What follows belongs to an exercise in optimizing a design on an open flow for small area, a short achievable clock period and few clock cycles per item; a production flow would make more cautious choices.
At most, simulation tests tie the RTL to the original design; equivalence was not proved.
Power is estimated from default activity; no workload was simulated.

Setup of wip/violet:
==> flow/design.v (excerpt) <==
module top(
input clk,
input rst,
input  [31:0] b_rdata,
output [31:0] b_wdata,
output [31:0] addr,
output [3:0] we,
output en,
output rstout
    );
export LEC_CHECK = 0
export CAP_MARGIN = 20
export CORE_MARGIN = 2
export CORE_UTILIZATION = 40
export SETUP_SLACK_MARGIN = 3.2
export SLEW_MARGIN = 20
create_clock -name core_clock -period 6.0 [get_ports {clk}]
standard.sh (not shown) runs the stock make flow with config.mk's settings and CLKGATE_MAP_FILE= SYNTH_SCRIPT=/design/flow/synth_recipe.tcl, a recipe that flattens the netlist after the stock synthesis.
==> flow/flow/run.sh <==
#!/bin/bash
set -e
export BUFFER_PORTS_ARGS="-buffer_cell sky130_fd_sc_hd__buf_1"
export SKIP_REPAIR_TIE_FANOUT=1
export CTS_ARGS="-sink_clustering_enable -repair_clock_nets -dont_use_dummy_load -sink_clustering_size 40 -sink_clustering_max_diameter 80 -buf_list {sky130_fd_sc_hd__clkbuf_4 sky130_fd_sc_hd__clkbuf_8}"
bash standard.sh > standard.log 2>&1
Testbench counts of wip/violet, summed over its fixed seeds: cycles 8,960, items 960.
## Diff of input files: wip/delta against wip/violet
# wip/violet
export LEC_CHECK = 0
export CAP_MARGIN = 20
export CORE_MARGIN = 2
export CORE_UTILIZATION = 40
export SETUP_SLACK_MARGIN = 3.2
export SLEW_MARGIN = 20
create_clock -name core_clock -period 6.0 [get_ports {clk}]
# wip/delta
export LEC_CHECK = 0
export CAP_MARGIN = 20
export CORE_MARGIN = 2
export CORE_UTILIZATION = 40
export SETUP_SLACK_MARGIN = 3.1
export SLEW_MARGIN = 20
create_clock -name core_clock -period 6.0 [get_ports {clk}]
==> summary.txt <==
The final layout from wip/delta, which completed every stage, passed the timing, design-rule and antenna checks at the end of the flow. wip/violet was carried through to the last stage, and its layout satisfied the timing, design-rule and antenna checks. The share of power burned in registers of wip/delta exceeds that of wip/violet by 0.4 points. The more densely filled core belongs to wip/violet, not wip/delta. Fraction of area in clock buffers and inverters delta (wip/delta -> wip/violet): insignificant. Per the comparison of wip/delta with wip/violet, share of post-route cells with drive strength above 1 fell 4.6 points; critical path depth rose 6. wip/delta vs wip/violet, cell at the slowest stage of the critical path: sky130_fd_sc_hd__fa_1 vs sky130_fd_sc_hd__dfrtp_2.
#### Input delta (wip/pepper over wip/delta)
# wip/delta
export LEC_CHECK = 0
export CAP_MARGIN = 20
export CORE_MARGIN = 2
export CORE_UTILIZATION = 40
export SETUP_SLACK_MARGIN = 3.1
export SLEW_MARGIN = 20
create_clock -name core_clock -period 6.0 [get_ports {clk}]
# wip/pepper
export LEC_CHECK = 0
export CAP_MARGIN = 20
export CORE_MARGIN = 2
export CORE_UTILIZATION = 40
export SETUP_SLACK_MARGIN = 3.15
export SLEW_MARGIN = 20
create_clock -name core_clock -period 6.0 [get_ports {clk}]
==> summary.txt <==
wip/pepper against wip/delta; first-iteration DRC count is down by more than 10%. Diff wip/delta -> wip/pepper: leakage power now sits higher; area taken by multi-input logic gates +1.0%. wip/delta -> wip/pepper: total power of the final layout increased slightly. wip/pepper reached the final stage; the timing, design-rule and antenna checks on its layout passed. Between wip/pepper and wip/delta, the utilization is higher for wip/pepper.
Setup changes, wip/pepper to wip/fjord
# wip/pepper
export LEC_CHECK = 0
export CAP_MARGIN = 20
export CORE_MARGIN = 2
export CORE_UTILIZATION = 40
export SETUP_SLACK_MARGIN = 3.15
export SLEW_MARGIN = 20
create_clock -name core_clock -period 6.0 [get_ports {clk}]
# wip/fjord
export LEC_CHECK = 0
export CAP_MARGIN = 20
export CORE_MARGIN = 2
export CORE_UTILIZATION = 40
export SETUP_SLACK_MARGIN = 3.05
export SLEW_MARGIN = 20
create_clock -name core_clock -period 6.0 [get_ports {clk}]
## What came out
Between wip/fjord and wip/pepper, it is wip/fjord whose data required time of the worst path is higher, by 1.43 ns.
wip/pepper → wip/fjord: routed wire length lower, basic-gate share of the synthesized area counting and, or, nand and nor cells held, DRC violation total after the first TritonRoute iteration increased 4.5%.


## run A
Another version of the RTL of top (not shown whole).
Size in the first run: roughly 100 flip-flops, ~100 I/O pins.
clock: 6.0 ns
lec_check: 0
abc_clock_period_in_ps: 2800
cap_margin: 20
core_margin: 2
core_utilization: 40
setup_slack_margin: 3.1
slew_margin: 20
run.sh (not shown) runs the stock make flow with config.mk's settings and CLKGATE_MAP_FILE= SYNTH_SCRIPT=/design/flow/synth_recipe.tcl, a recipe that flattens the netlist after the stock synthesis.
Stock flow here: none of the scripts above is used.
diff inputs: run A => run B
# run A
export LEC_CHECK = 0
export ABC_CLOCK_PERIOD_IN_PS = 2800
export CAP_MARGIN = 20
export CORE_MARGIN = 2
export CORE_UTILIZATION = 40
export SETUP_SLACK_MARGIN = 3.1
export SLEW_MARGIN = 20
create_clock -name core_clock -period 6.0 [get_ports {clk}]
# run B
export LEC_CHECK = 0
export CAP_MARGIN = 20
export CORE_MARGIN = 2
export CORE_UTILIZATION = 40
export SLEW_MARGIN = 20
create_clock -name core_clock -period 6.0 [get_ports {clk}]
--- outcome ---
- Run A → run B: maximum fanout along the worst path rose by 7; final hold slack stayed essentially flat; worst setup slack before clock tree synthesis fell by 190 ps; count of multi-input gates stayed essentially flat; switching part of the total rose by 1.4 points.
- Run B reports its leading cell type in the layout, fill and taps excluded as sky130_fd_sc_hd__clkdlybuf4s50_1 while run A reports sky130_fd_sc_hd__buf_4.
- Summary of run B over run A: routed wire length moved down, number of clock-tree buffers in the layout moved down, layout-stage area growth over the synthesis result moved down, number of global-route vias before repair moved down.
Here is what was changed in the inputs of run C compared with run B.
# run B
export LEC_CHECK = 0
export CAP_MARGIN = 20
export CORE_MARGIN = 2
export CORE_UTILIZATION = 40
export SLEW_MARGIN = 20
create_clock -name core_clock -period 6.0 [get_ports {clk}]
# run C
export LEC_CHECK = 0
export ABC_CLOCK_PERIOD_IN_PS = 2800
export CAP_MARGIN = 20
export CORE_MARGIN = 2
export CORE_UTILIZATION = 40
export SLEW_MARGIN = 20
create_clock -name core_clock -period 6.0 [get_ports {clk}]
Notes after the runs:
Count of distinct cell types in the synthesized netlist: run B vs run C identical
Number of standard cells in the final layout excluding fillers: run B vs run C identical
As far as final cell utilization of the core goes, run B and run C are indistinguishable; the numbers are identical.
Re CTS H-tree depth: no difference whatsoever between run C and run B.
Any difference in post-route cell area between run C and run B is small enough to ignore.
Re sequential-to-total area share from yosys stat: no difference whatsoever between run C and run B.
No functional check of the RTL was part of any run of this note.


run 1:
Another version of the RTL of top (not shown whole).
For scale: ~110 flip-flops.
## top
module top(
input clk,
input rst,
input  [31:0] b_rdata,
output [31:0] b_wdata,
output [31:0] addr,
output [3:0] we,
output en,
output rstout
    );
==> flow/config.mk <==
export PLATFORM = sky130hd
export DESIGN_NAME = top
export DESIGN_NICKNAME = top
export VERILOG_FILES = /design/flow/design.v
export SDC_FILE = /design/flow/constraint.sdc
export NUM_CORES = 4
export LEC_CHECK = 0
export CAP_MARGIN = 20
export CORE_MARGIN = 2
export CORE_UTILIZATION = 40
export SETUP_SLACK_MARGIN = 3.1
export SLEW_MARGIN = 20
==> flow/constraint.sdc <==
create_clock -name core_clock -period 6.0 [get_ports {clk}]
set_input_delay 1.2000 -clock core_clock [delete_from_list [all_inputs] [get_ports {clk}]]
set_output_delay 1.2000 -clock core_clock [all_outputs]
set_load 0.01 [all_outputs]
standard.sh (not shown) runs the stock make flow with config.mk's settings and CLKGATE_MAP_FILE= SYNTH_SCRIPT=/design/flow/synth_recipe.tcl, a recipe that flattens the netlist after the stock synthesis.
==> flow/flow/run.sh <==
#!/bin/bash
set -e
export BUFFER_PORTS_ARGS="-buffer_cell sky130_fd_sc_hd__buf_2"
export SKIP_REPAIR_TIE_FANOUT=1
export CTS_ARGS="-sink_clustering_enable -repair_clock_nets -dont_use_dummy_load -sink_clustering_size 40 -sink_clustering_max_diameter 80 -buf_list {sky130_fd_sc_hd__clkbuf_4 sky130_fd_sc_hd__clkbuf_8}"
bash standard.sh > standard.log 2>&1
Every stage of the flow completed for run 1, and the final layout passed the timing, design-rule and antenna checks.
Testbench counts of run 1, summed over its fixed seeds: cycles 8,960, items 960.
Changes in run 2 relative to run 1:
==> flow/flow/run.sh <==
#!/bin/bash
set -e
export BUFFER_PORTS_ARGS="-buffer_cell sky130_fd_sc_hd__buf_2"
export CTS_ARGS="-sink_clustering_enable -repair_clock_nets -dont_use_dummy_load -buf_list {sky130_fd_sc_hd__clkbuf_4 sky130_fd_sc_hd__clkbuf_8}"
bash standard.sh > standard.log 2>&1
Notes after the runs:
- From run 1 to run 2, pin count of the biggest net entering global routing did not move at all.
- Of the two candidates, run 1 has the better static leakage power and run 2 the worse one.
- Against run 1, run 2 comes in 11 higher on number of fill cells in the layout.
- Global-route wire length before repair delta (run 2 − run 1): unfavourable
- Worst setup slack before clock tree synthesis (higher): run 1
- Power | run 2 below run 1
- Run 2 vs run 1 — cell-internal power dropped by a few percent
- Run 1 -> run 2: number of multi-input combinational cells in the layout increased by a little under 10%
- Diff run 1 -> run 2: worst setup slack shrank by 8.3 ps, worst slew margin relative to its limit grew by 9.9 points.
--- input diff run 2..run 3 ---
==> flow/flow/run.sh <==
#!/bin/bash
set -e
export BUFFER_PORTS_ARGS="-buffer_cell sky130_fd_sc_hd__buf_2"
bash standard.sh > standard.log 2>&1
--- a/flow/config.mk
+++ b/flow/config.mk
@@ -9,4 +9,4 @@
 export CORE_MARGIN = 2
 export CORE_UTILIZATION = 40
-export SETUP_SLACK_MARGIN = 3.1
+export SETUP_SLACK_MARGIN = 3.3
 export SLEW_MARGIN = 20
Results
- Run 3 went all the way through the flow, and no timing, DRC or antenna check failed.
- Both conditions hold for run 2: the flow ran to the end and the final layout passed the timing, design-rule and antenna checks.
- Re area growth from synthesis to layout: run 2 and run 3 aren't equal, and the lower value belongs to run 2.
- Looking at data arrival time of the critical path, run 3 sits 1450 ps above run 2.
- Against run 2 as the reference, run 3 delivers a higher final instance area.
- Core utilization of the finished layout ended up 3.9 points higher on run 3 than on run 2.
- Summary — largest clock skew in the final design, run 3 relative to run 2: lower, by 20 ps.
- Side by side, number of clock buffers in the layout turned out higher in run 3 than in run 2.
Inputs modified between run 3 and run 4:
==> flow/flow/run.sh <==
#!/bin/bash
set -e
export BUFFER_PORTS_ARGS="-buffer_cell sky130_fd_sc_hd__buf_2"
export CTS_ARGS="-sink_clustering_enable -repair_clock_nets -dont_use_dummy_load -buf_list {sky130_fd_sc_hd__clkbuf_4 sky130_fd_sc_hd__clkbuf_8}"
bash standard.sh > standard.log 2>&1
--- a/flow/config.mk
+++ b/flow/config.mk
@@ -9,4 +9,4 @@
 export CORE_MARGIN = 2
 export CORE_UTILIZATION = 40
-export SETUP_SLACK_MARGIN = 3.3
+export SETUP_SLACK_MARGIN = 2.9
 export SLEW_MARGIN = 20
## What came out
Of run 4 and run 3, the higher share of total power consumed by net switching belongs to run 4. Run 4 vs. run 3: pin slew with the least headroom to its limit went up by 200 ps. Data arrival time of the critical path for run 4: 180 ps up relative to run 3. Comparing run 4 and run 3, wire length on met1 is higher on run 3. Looking at critical path startpoint, the co.s01$_DFF_PN0_ result is from run 4; the po.s1[17]$_DFF_P_ one comes from run 3.
Input-level comparison between run 5 and run 4:
==> flow/flow/run.sh <==
#!/bin/bash
set -e
export BUFFER_PORTS_ARGS="-buffer_cell sky130_fd_sc_hd__buf_2"
export CTS_ARGS="-sink_clustering_enable -repair_clock_nets -dont_use_dummy_load -sink_clustering_size 30 -sink_clustering_max_diameter 150 -sink_buffer_max_cap_derate 1.0 -buf_list {sky130_fd_sc_hd__clkbuf_8 sky130_fd_sc_hd__clkbuf_16}"
bash standard.sh > standard.log 2>&1
--- a/flow/config.mk
+++ b/flow/config.mk
@@ -9,4 +9,4 @@
 export CORE_MARGIN = 2
 export CORE_UTILIZATION = 40
-export SETUP_SLACK_MARGIN = 2.9
+export SETUP_SLACK_MARGIN = 3.1
 export SLEW_MARGIN = 20
[summary]
- Cmp run 5 vs run 4: clock input transition at the sequential cells of the worst setup and hold paths lower in run 5
- Run 5 vs. run 4: clock period minus worst slack went down by 120 ps.
- Looking at relative max-transition margin across run 5 and run 4, the one that comes out lower is run 4.
- Diff run 4..run 5 | vertical die dimension | unchanged
- The share of cell area taken by multi-input logic gates in run 5 was lower than what run 4 gave.
- Run comparison: run 4 critical path start-end classification reg2reg; run 5 critical path start-end classification in2out
- Against run 4, run 5 reports a share of total power in combinational logic that is lower.
- [run 5 vs run 4] cell count along the critical path: lower in run 5
- Count of filler cells inserted in the layout: run 5 and run 4 compared, lower one is run 5
- Run 5 vs run 4 — clock skew dropped 7.1 ps.
- [run 5] sum of met3 wire segment lengths after detailed routing fell about 1.6% relative to run 4

what the ideal ports hide:
Ports are ideal in the flow. The routed layouts listed here were re-timed in OpenROAD.
Step 1 (the two cells are an assumption about what drives the block):
set clk [get_ports {clk}]
set_driving_cell -lib_cell sky130_fd_sc_hd__clkbuf_16 $clk
set_driving_cell -lib_cell sky130_fd_sc_hd__buf_2 [delete_from_list [all_inputs] $clk]
Step 2 adds t to the input delays and takes it off the output delays; t is the mean of the earliest and latest rising clock arrival at the registers after step 1. Input paths then give back, and output paths get back, about the clock's delay inside the block.
Slacks: no drivers / after step 1 / after step 2; pairs: no drivers / after step 1.
run | shift t [ns] | setup WS [ns] | worst setup path at the end | clock arrival spread, ns | cell pins on the clock port's net
wip/violet | 0.398 | 3.172 / 3.136 / 2.854 | input to register | 0.037 / 0.037 | 1
wip/delta | 0.408 | 3.157 / 3.157 / 2.769 | input to register | 0.024 / 0.023 | 1
wip/pepper | 0.396 | 3.172 / 3.136 / 2.817 | input to register | 0.028 / 0.028 | 1
wip/fjord | 0.391 | 3.097 / 3.113 / 2.722 | input to register | 0.034 / 0.034 | 1
run A | 0.394 | 2.565 / 2.565 / 2.514 | input to register | 0.007 / 0.008 | 1
run B | 0.398 | 1.527 / 1.527 / 1.457 | input to register | 0.010 / 0.010 | 1
run C | 0.398 | 1.527 / 1.527 / 1.457 | input to register | 0.010 / 0.010 | 1
run 1 | 0.451 | 3.195 / 3.172 / 2.972 | input to register | 0.030 / 0.030 | 1
run 2 | 0.459 | 3.187 / 3.163 / 2.933 | input to register | 0.029 / 0.029 | 1
run 3 | 0.449 | 3.244 / 3.244 / 2.957 | input to register | 0.009 / 0.010 | 1
run 4 | 0.458 | 3.061 / 3.044 / 2.916 | input to register | 0.027 / 0.028 | 1
run 5 | 0.552 | 3.183 / 3.159 / 2.967 | input to register | 0.021 / 0.020 | 1
After both steps setup and hold are still met in every run listed. For wip/delta, which loses most, drivers alone change the setup slack by 0.000 ns; drivers and shift together by -0.388 ns.
